Context: an optimization exercise on an open-source flow, tuned for small area, a short achievable clock period and few clock cycles. The choices shown serve that exercise and are no tape-out recipe. In this exercise RTL edits were held to simulation tests only and were not proved equivalent to the original. Power is estimated from default activity; no workload was simulated.

==> job 681: inputs <==
==> flow/design.v <==
`timescale 1ns/10ps
module DT(
	input 			clk,
	input			reset,
	output	reg		done ,
	output	reg		sti_rd ,
	output	reg 	[9:0]	sti_addr ,
	input		[15:0]	sti_di,
	output	reg		res_wr ,
	output	reg		res_rd ,
	output	reg 	[13:0]	res_addr ,
	output		[7:0]	res_do,
	input		[7:0]	res_di,
	output  reg fwpass_finish
	);
localparam OP_INIT  = 3'd0;
localparam OP_W     = 3'd1;    
localparam OP_RD    = 3'd2;    
localparam OP_FETCH = 3'd3;    
localparam OP_F     = 3'd4;    
localparam OP_FIX   = 3'd5;    
localparam OP_DONE  = 3'd6;
reg [2:0] op;
reg       bwd;
reg [1:0] slot;           
reg [5:0] far, mid, near;
reg       vf, vm, vn;
reg [5:0] rdo;
reg       pred;
reg       nb;             
reg       la_any, la_more, la_adj, pos0;
reg [3:0] la_nx;          
assign res_do = {2'b00, rdo};
wire [6:0] arow = res_addr[13:7];
wire [6:0] acol = res_addr[6:0];
wire [3:0] apos = res_addr[3:0];
wire [5:0] di = res_di[5:0];
wire       c_fr = far < rdo;
wire       c_mr = mid < rdo;
wire       c_mf = mid < far;
wire       sel_r = !c_fr && !c_mr;
wire       sel_f = !sel_r && !c_mf;
wire [5:0] mk = sel_r ? rdo : (sel_f ? far : mid);        
wire [5:0] rdo1 = (&rdo) ? rdo : rdo + 6'd1;
wire [5:0] far1 = (&far) ? far : far + 6'd1;
wire [5:0] mid1 = (&mid) ? mid : mid + 6'd1;
wire [5:0] mk1 = sel_r ? rdo1 : (sel_f ? far1 : mid1);
wire [5:0] di1 = di + 6'd1;                              
wire       flt = di < rdo;
wire       fgt = rdo < di;
wire       dlt = flt && (di < far) && (di < mid);
wire [5:0] m1 = dlt ? di1 : mk1;
wire       mz = (mk == 6'd0) || (di == 6'd0);
wire       zks = (vm && mid == 6'd0) || (vn && near == 6'd0);
wire [1:0] s0 = !vm ? 2'd0 : !vn ? 2'd1 : 2'd2;
wire [6:0] rowp1 = arow + 7'd1;
wire [6:0] rowm1 = arow - 7'd1;
wire [6:0] colp1 = acol + 7'd1;
wire [6:0] colp2 = acol + 7'd2;
wire [6:0] colm1 = acol - 7'd1;
wire [6:0] colm2 = acol - 7'd2;
wire [6:0] colps = (s0 == 2'd0) ? acol : (s0 == 2'd1) ? colp1 : colp2;
wire [6:0] colms = (s0 == 2'd0) ? acol : (s0 == 2'd1) ? colm1 : colm2;
wire [15:0] bits;                        
genvar gi;
generate for (gi = 0; gi < 16; gi = gi + 1) begin : g_bits
	assign bits[gi] = sti_di[15-gi];
end endgenerate
wire [3:0] nbi = (op == OP_W) ? apos + 4'd2 : apos;
wire       nb_n = bits[nbi];
wire inter_n = (arow != 7'd0) && (arow != 7'd127) && (acol <= 7'd125);
wire objn = inter_n && nb;
wire [15:0] meff = bits & {bits[14:0], 1'b1};
wire [15:0] msh = {meff[14:0], 1'b0};
wire        refresh = sti_rd;           
integer k;
reg [15:0] below;
always @(*) begin
	for (k = 0; k < 16; k = k + 1) below[k] = refresh || (k < la_nx);
end
wire [15:0] cand = meff & below;
wire [7:0] a1, m1t, i1;
wire [3:0] a2, m2; wire [7:0] i2;
wire [1:0] a3, m3; wire [5:0] i3;
generate for (gi = 0; gi < 8; gi = gi + 1) begin : g_t1
	assign a1[gi] = cand[2*gi+1] | cand[2*gi];
	assign m1t[gi] = cand[2*gi+1] & cand[2*gi];
	assign i1[gi] = cand[2*gi+1];
end endgenerate
generate for (gi = 0; gi < 4; gi = gi + 1) begin : g_t2
	assign a2[gi] = a1[2*gi+1] | a1[2*gi];
	assign m2[gi] = m1t[2*gi+1] | m1t[2*gi] | (a1[2*gi+1] & a1[2*gi]);
	assign i2[2*gi+1] = a1[2*gi+1];
	assign i2[2*gi] = a1[2*gi+1] ? i1[2*gi+1] : i1[2*gi];
end endgenerate
generate for (gi = 0; gi < 2; gi = gi + 1) begin : g_t3
	assign a3[gi] = a2[2*gi+1] | a2[2*gi];
	assign m3[gi] = m2[2*gi+1] | m2[2*gi] | (a2[2*gi+1] & a2[2*gi]);
	assign i3[3*gi+2] = a2[2*gi+1];
	assign i3[3*gi+1:3*gi] = a2[2*gi+1] ? i2[4*gi+3:4*gi+2] : i2[4*gi+1:4*gi];
end endgenerate
wire       s_any = a3[1] | a3[0];
wire       s_more = m3[1] | m3[0] | (a3[1] & a3[0]);
wire [3:0] s_nx = a3[1] ? {1'b1, i3[5:3]} : {1'b0, i3[2:0]};
wire       s_adj = refresh ? (pos0 && meff[15]) : msh[la_nx];
wire       wany = |meff;
reg [2:0] n_op; reg n_bwd; reg [1:0] n_slot;
reg [5:0] n_far, n_mid, n_near; reg n_vf, n_vm, n_vn;
reg [5:0] n_rdo; reg n_pred;
reg [13:0] n_addr; reg n_rd, n_wr, n_srd; reg [9:0] n_saddr; reg n_done, n_fw;
reg mv;                   
reg n_pos0;
reg [2:0] np_op;
reg np_mv, np_one, np_srd, np_done, np_rd, np_wr, np_pos0;
reg [13:0] np_addr;
wire lastw = (sti_addr == 10'd8);
always @(*) begin
	np_op = OP_FETCH; np_mv = 1'b0; np_one = 1'b0; np_srd = 1'b0; np_done = 1'b0;
	np_rd = 1'b0; np_wr = 1'b0; np_addr = res_addr; np_pos0 = pos0;
	if (sti_rd) begin
		if (op == OP_FETCH && !wany) begin
			if (lastw) begin np_op = OP_DONE; np_done = 1'b1; end
			else begin np_srd = 1'b1; np_pos0 = 1'b0; end
		end
	end else if (la_any) begin
		np_mv = 1'b1; np_rd = 1'b1; np_pos0 = (la_nx == 4'd0);
		np_srd = !la_more && !lastw;
		if (la_adj && !zks) begin
			np_op = OP_RD; np_addr = {rowp1, colms};
		end else begin
			np_op = OP_F; np_wr = 1'b1; np_one = 1'b1; np_addr = {sti_addr, la_nx};
		end
	end else if (lastw) begin
		np_op = OP_DONE; np_done = 1'b1;
	end else begin
		np_srd = 1'b1; np_pos0 = 1'b0;
	end
end
wire fix = (op == OP_F) && (res_wr ? flt : fgt);
wire [5:0] rval = (op == OP_F && flt) ? di : rdo;
always @(*) begin
	n_op = op; n_bwd = bwd; n_slot = slot;
	n_far = far; n_mid = mid; n_near = near; n_vf = vf; n_vm = vm; n_vn = vn;
	n_rdo = rdo; n_pred = pred;
	n_addr = res_addr; n_rd = 1'b0; n_wr = 1'b0; n_srd = 1'b0; n_saddr = sti_addr;
	n_done = 1'b0; n_fw = 1'b0; mv = 1'b0; n_pos0 = pos0;
	case (op)
	OP_INIT: begin
		n_bwd = 1'b0; n_op = OP_W; n_wr = 1'b1; n_addr = 14'd0; n_rdo = 6'd0;
		n_saddr = 10'd1; n_vf = 1'b0; n_vm = 1'b0; n_vn = 1'b0;
	end
	OP_W: begin
		if (sti_rd) n_saddr = sti_addr + 10'd1;
		if (res_addr == 14'd16383) begin
			n_op = OP_FETCH; n_bwd = 1'b1; n_srd = 1'b1; n_saddr = 10'd1015;
			n_pred = 1'b1; n_pos0 = 1'b0;
		end else begin
			n_far = mid; n_mid = near; n_vf = vm; n_vm = vn; n_vn = 1'b0;
			if (objn && !(rdo == 6'd0 || zks)) begin
				n_op = OP_RD; n_slot = s0; n_rd = 1'b1;
				n_addr = {rowm1, colps};
			end else begin
				n_op = OP_W; n_wr = 1'b1; n_rdo = {5'd0, objn};
				n_addr = {(acol == 7'd127) ? rowp1 : arow, colp1};
				n_srd = (apos == 4'hd); n_fw = (res_addr == 14'd16382);
			end
		end
	end
	OP_RD: begin
		if (slot == 2'd2) begin
			n_near = di; n_vn = 1'b1;
			n_rdo = m1;
			if (!bwd) begin
				n_op = OP_W; n_wr = 1'b1; n_srd = (apos == 4'hf);
				n_addr = {rowp1, colm1};
			end else begin
				n_op = OP_F; n_rd = 1'b1; n_wr = pred || mz;
				n_addr = {rowm1, colp1};
			end
		end else begin
			if (slot == 2'd0) begin n_far = di; n_vf = 1'b1; end
			else begin n_mid = di; n_vm = 1'b1; end
			n_slot = slot + 2'd1; n_op = OP_RD; n_rd = 1'b1;
			n_addr = {arow, bwd ? colm1 : colp1};
		end
	end
	OP_DONE: begin
		n_done = 1'b1;
	end
	default: begin  
		if (op == OP_F) n_pred = !flt;
		if (fix) begin
			n_op = OP_FIX; n_wr = 1'b1; n_rdo = rval;
		end else begin
			n_op = np_op; n_slot = s0; n_addr = np_addr;
			n_rd = np_rd; n_wr = np_wr; n_srd = np_srd; n_done = np_done;
			n_pos0 = np_pos0; mv = np_mv;
			n_rdo = np_one ? 6'd1 : rval;
			if (np_srd) n_saddr = sti_addr - 10'd1;
			if (np_mv) begin
				n_vn = 1'b0;
				if (la_adj) begin
					n_far = mid; n_mid = near; n_vf = vm; n_vm = vn;
				end else begin
					n_vf = 1'b0; n_vm = 1'b0;
				end
			end
		end
	end
	endcase
end
always @(posedge clk or negedge reset) begin
	if (!reset) begin
		op <= OP_INIT; res_rd <= 1'b0; res_wr <= 1'b0; sti_rd <= 1'b0;
		done <= 1'b0; fwpass_finish <= 1'b0;
	end else begin
		op <= n_op; res_rd <= n_rd; res_wr <= n_wr; sti_rd <= n_srd;
		done <= n_done; fwpass_finish <= n_fw;
	end
end
always @(posedge clk) begin
	bwd <= n_bwd; slot <= n_slot;
	far <= n_far; mid <= n_mid; near <= n_near; vf <= n_vf; vm <= n_vm; vn <= n_vn;
	rdo <= n_rdo; pred <= n_pred; pos0 <= n_pos0;
	res_addr <= n_addr; sti_addr <= n_saddr;
	if (!bwd) begin
		if (op != OP_RD || slot == 2'd2) nb <= nb_n;
	end
	if (bwd && (refresh || mv)) begin
		la_any <= s_any; la_more <= s_more; la_nx <= s_nx; la_adj <= s_adj;
	end
end
endmodule
==> flow/flow/run.sh <==
#!/bin/bash
# The standard layout, with the port buffers made from the smallest buffer cell.
set -euo pipefail
bash standard.sh 'BUFFER_PORTS_ARGS=-buffer_cell sky130_fd_sc_hd__buf_1' finish > layout.log 2>&1
==> flow/standard.sh <==
#!/bin/bash
# synth_recipe.tcl (not shown) runs the flow's synth.tcl, then flattens the netlist and writes it again
# the make line also repeats each setting of config.mk as NAME=value (left out here)
make -C /OpenROAD-flow-scripts/flow DESIGN_CONFIG=/design/flow/config.mk WORK_HOME=/design/flow/orfs CLKGATE_MAP_FILE= SYNTH_SCRIPT=/design/flow/synth_recipe.tcl "${@:-finish}"
==> flow/config.mk <==
export PLATFORM = sky130hd
export DESIGN_NAME = DT
export DESIGN_NICKNAME = DT
export VERILOG_FILES = /design/flow/design.v
export SDC_FILE = /design/flow/constraint.sdc
export NUM_CORES = 4
export LEC_CHECK = 0
export CAP_MARGIN = 0
export CORE_MARGIN = 2
export CORE_UTILIZATION = 40
export CTS_BUF_LIST = sky130_fd_sc_hd__clkbuf_8
export CTS_CLUSTER_SIZE = 40
export SETUP_SLACK_MARGIN = 2.0
export SLEW_MARGIN = 0
==> flow/constraint.sdc <==
create_clock -name core_clock -period 5.0 [get_ports {clk}]
set_input_delay 1.0000 -clock core_clock [delete_from_list [all_inputs] [get_ports {clk}]]
set_output_delay 1.0000 -clock core_clock [all_outputs]
set_load 0.01 [all_outputs]
==> inputs of job 3066, as changes to job 681 <==
==> flow/run.sh (new file) <==
#!/bin/bash
# synth_recipe.tcl (not shown) runs the flow's synth.tcl, then flattens the netlist and writes it again
# the make line also repeats each setting of config.mk as NAME=value (left out here)
make -C /OpenROAD-flow-scripts/flow DESIGN_CONFIG=/design/flow/config.mk WORK_HOME=/design/flow/orfs CLKGATE_MAP_FILE= SYNTH_SCRIPT=/design/flow/synth_recipe.tcl finish
Settings changed: CAP_MARGIN 0 to 20, CORE_UTILIZATION 40 to 65, SLEW_MARGIN 0 to 20.
removed: flow/flow/run.sh
removed: flow/standard.sh
==> inputs of job 411, as changes to job 681 <==
--- a/flow/design.v
+++ b/flow/design.v
@@ -23,8 +23,9 @@
 reg [2:0] op;
 reg       bwd;
 reg [1:0] slot;           
-reg [5:0] far, mid, near;
-reg       vf, vm, vn;
+reg [5:0] far, mid;
+reg       vf, vm;
+reg       sh;             
 reg [5:0] rdo;
 reg       pred;
 reg       nb;             
@@ -51,8 +52,11 @@
 wire       dlt = flt && (di < far) && (di < mid);
 wire [5:0] m1 = dlt ? di1 : mk1;
 wire       mz = (mk == 6'd0) || (di == 6'd0);
-wire       zks = (vm && mid == 6'd0) || (vn && near == 6'd0);
-wire [1:0] s0 = !vm ? 2'd0 : !vn ? 2'd1 : 2'd2;
+wire [5:0] wf = sh ? far : mid;
+wire       wvf = sh ? vf : vm;
+wire       wvm = sh && vm;
+wire       zks = (wvf && wf == 6'd0) || (wvm && mid == 6'd0);
+wire [1:0] s0 = !wvf ? 2'd0 : !wvm ? 2'd1 : 2'd2;
 wire [6:0] rowp1 = arow + 7'd1;
 wire [6:0] rowm1 = arow - 7'd1;
 wire [6:0] colp1 = acol + 7'd1;
@@ -105,7 +109,7 @@
 wire       s_adj = refresh ? (pos0 && meff[15]) : msh[la_nx];
 wire       wany = |meff;
 reg [2:0] n_op; reg n_bwd; reg [1:0] n_slot;
-reg [5:0] n_far, n_mid, n_near; reg n_vf, n_vm, n_vn;
+reg [5:0] n_far, n_mid; reg n_vf, n_vm, n_sh;
 reg [5:0] n_rdo; reg n_pred;
 reg [13:0] n_addr; reg n_rd, n_wr, n_srd; reg [9:0] n_saddr; reg n_done, n_fw;
 reg mv;                   
@@ -140,14 +144,14 @@
 wire [5:0] rval = (op == OP_F && flt) ? di : rdo;
 always @(*) begin
 	n_op = op; n_bwd = bwd; n_slot = slot;
-	n_far = far; n_mid = mid; n_near = near; n_vf = vf; n_vm = vm; n_vn = vn;
+	n_far = far; n_mid = mid; n_vf = vf; n_vm = vm; n_sh = sh;
 	n_rdo = rdo; n_pred = pred;
 	n_addr = res_addr; n_rd = 1'b0; n_wr = 1'b0; n_srd = 1'b0; n_saddr = sti_addr;
 	n_done = 1'b0; n_fw = 1'b0; mv = 1'b0; n_pos0 = pos0;
 	case (op)
 	OP_INIT: begin
 		n_bwd = 1'b0; n_op = OP_W; n_wr = 1'b1; n_addr = 14'd0; n_rdo = 6'd0;
-		n_saddr = 10'd1; n_vf = 1'b0; n_vm = 1'b0; n_vn = 1'b0;
+		n_saddr = 10'd1; n_vf = 1'b0; n_vm = 1'b0; n_sh = 1'b0;
 	end
 	OP_W: begin
 		if (sti_rd) n_saddr = sti_addr + 10'd1;
@@ -155,7 +159,7 @@
 			n_op = OP_FETCH; n_bwd = 1'b1; n_srd = 1'b1; n_saddr = 10'd1015;
 			n_pred = 1'b1; n_pos0 = 1'b0;
 		end else begin
-			n_far = mid; n_mid = near; n_vf = vm; n_vm = vn; n_vn = 1'b0;
+			n_far = wf; n_vf = wvf; n_vm = wvm; n_sh = 1'b0;
 			if (objn && !(rdo == 6'd0 || zks)) begin
 				n_op = OP_RD; n_slot = s0; n_rd = 1'b1;
 				n_addr = {rowm1, colps};
@@ -168,7 +172,7 @@
 	end
 	OP_RD: begin
 		if (slot == 2'd2) begin
-			n_near = di; n_vn = 1'b1;
+			n_far = mid; n_mid = di; n_vf = 1'b1; n_vm = 1'b1; n_sh = 1'b1;
 			n_rdo = m1;
 			if (!bwd) begin
 				n_op = OP_W; n_wr = 1'b1; n_srd = (apos == 4'hf);
@@ -198,9 +202,9 @@
 			n_rdo = np_one ? 6'd1 : rval;
 			if (np_srd) n_saddr = sti_addr - 10'd1;
 			if (np_mv) begin
-				n_vn = 1'b0;
+				n_sh = 1'b0;
 				if (la_adj) begin
-					n_far = mid; n_mid = near; n_vf = vm; n_vm = vn;
+					n_far = wf; n_vf = wvf; n_vm = wvm;
 				end else begin
 					n_vf = 1'b0; n_vm = 1'b0;
 				end
@@ -220,7 +224,7 @@
 end
 always @(posedge clk) begin
 	bwd <= n_bwd; slot <= n_slot;
-	far <= n_far; mid <= n_mid; near <= n_near; vf <= n_vf; vm <= n_vm; vn <= n_vn;
+	far <= n_far; mid <= n_mid; vf <= n_vf; vm <= n_vm; sh <= n_sh;
 	rdo <= n_rdo; pred <= n_pred; pos0 <= n_pos0;
 	res_addr <= n_addr; sti_addr <= n_saddr;
 	if (!bwd) begin
==> flow/run.sh (new file) <==
#!/bin/bash
# synth_recipe.tcl (not shown) runs the flow's synth.tcl, then flattens the netlist and writes it again
# the make line also repeats each setting of config.mk as NAME=value (left out here)
make -C /OpenROAD-flow-scripts/flow DESIGN_CONFIG=/design/flow/config.mk WORK_HOME=/design/flow/orfs CLKGATE_MAP_FILE= SYNTH_SCRIPT=/design/flow/synth_recipe.tcl finish
Settings changed: CAP_MARGIN 0 to 20, CTS_BUF_LIST sky130_fd_sc_hd__clkbuf_8 to unset, CTS_CLUSTER_SIZE 40 to unset, SETUP_SLACK_MARGIN 2.0 to 2.5, SLEW_MARGIN 0 to 20.
removed: flow/flow/run.sh
removed: flow/standard.sh
==> inputs of job 4985, as changes to job 681 <==
==> flow/run.sh (new file) <==
#!/bin/bash
# synth_recipe.tcl (not shown) runs the flow's synth.tcl, then flattens the netlist and writes it again
# the make line also repeats each setting of config.mk as NAME=value (left out here)
make -C /OpenROAD-flow-scripts/flow DESIGN_CONFIG=/design/flow/config.mk WORK_HOME=/design/flow/orfs CLKGATE_MAP_FILE= SYNTH_SCRIPT=/design/flow/synth_recipe.tcl finish
Settings changed: CAP_MARGIN 0 to 20, SLEW_MARGIN 0 to 20.
removed: flow/flow/run.sh
removed: flow/standard.sh
==> comparison <==
Job 411 completed with no timing, DRC or antenna violations. Job 4985 ran to the end with no violations. Job 3066 completed without violations. Job 681 completed without violations.
In job 411 the synthesized cell count is larger than in job 681, by 0.48%.
Of job 681 and job 411, job 411 has the higher combinational power (gap about 25%, measured against job 411).
Worst setup slack: job 411 > job 4985 > job 3066 > job 681.
The lowest global-route usage belongs to job 681, the highest to job 3066.
Of job 411 and job 681, job 411 has the higher register-to-register slack (gap 0.21 ns).
Area after synthesis is the same in job 681 and job 4985.
Testbench counts of job 681, summed over its fixed seeds: cycles 587,452.
Testbench counts of job 3066, summed over its fixed seeds: cycles 587,452.
Testbench counts of job 411, summed over its fixed seeds: cycles 587,452.
Testbench counts of job 4985, summed over its fixed seeds: cycles 587,452.

## separate check: timing with driven ports
The flow's constraints put no driver on any port. The routed layouts listed below were extracted and timed again, unchanged, in two steps.
Step 1, drivers: a clkbuf_16 drives clk and a buf_2 each remaining input, both assumed.
Step 2 also shifts input and output timing later by t, the mid clock arrival at the registers, as if the neighbouring blocks saw the same clock.
Slacks: ideal ports / drivers / drivers and shift; pairs: ideal ports / drivers.
run | t (ns) | setup slack, ns | worst setup path at the end | latest minus earliest clock arrival (ns)
job 681 | 0.417 | 2.026 / 2.045 / 1.628 | input to register | 0.014 / 0.013
job 3066 | 0.396 | 2.036 / 2.046 / 1.651 | input to register | 0.018 / 0.019
job 411 | 0.385 | 2.236 / 2.218 / 1.833 | input to register | 0.008 / 0.008
job 4985 | 0.400 | 2.044 / 2.044 / 1.680 | input to register | 0.014 / 0.015
After both steps setup and hold are still met in every run listed. The setup slack of job 411, which loses most, moves by -0.018 ns with the drivers and by -0.403 ns with both steps.
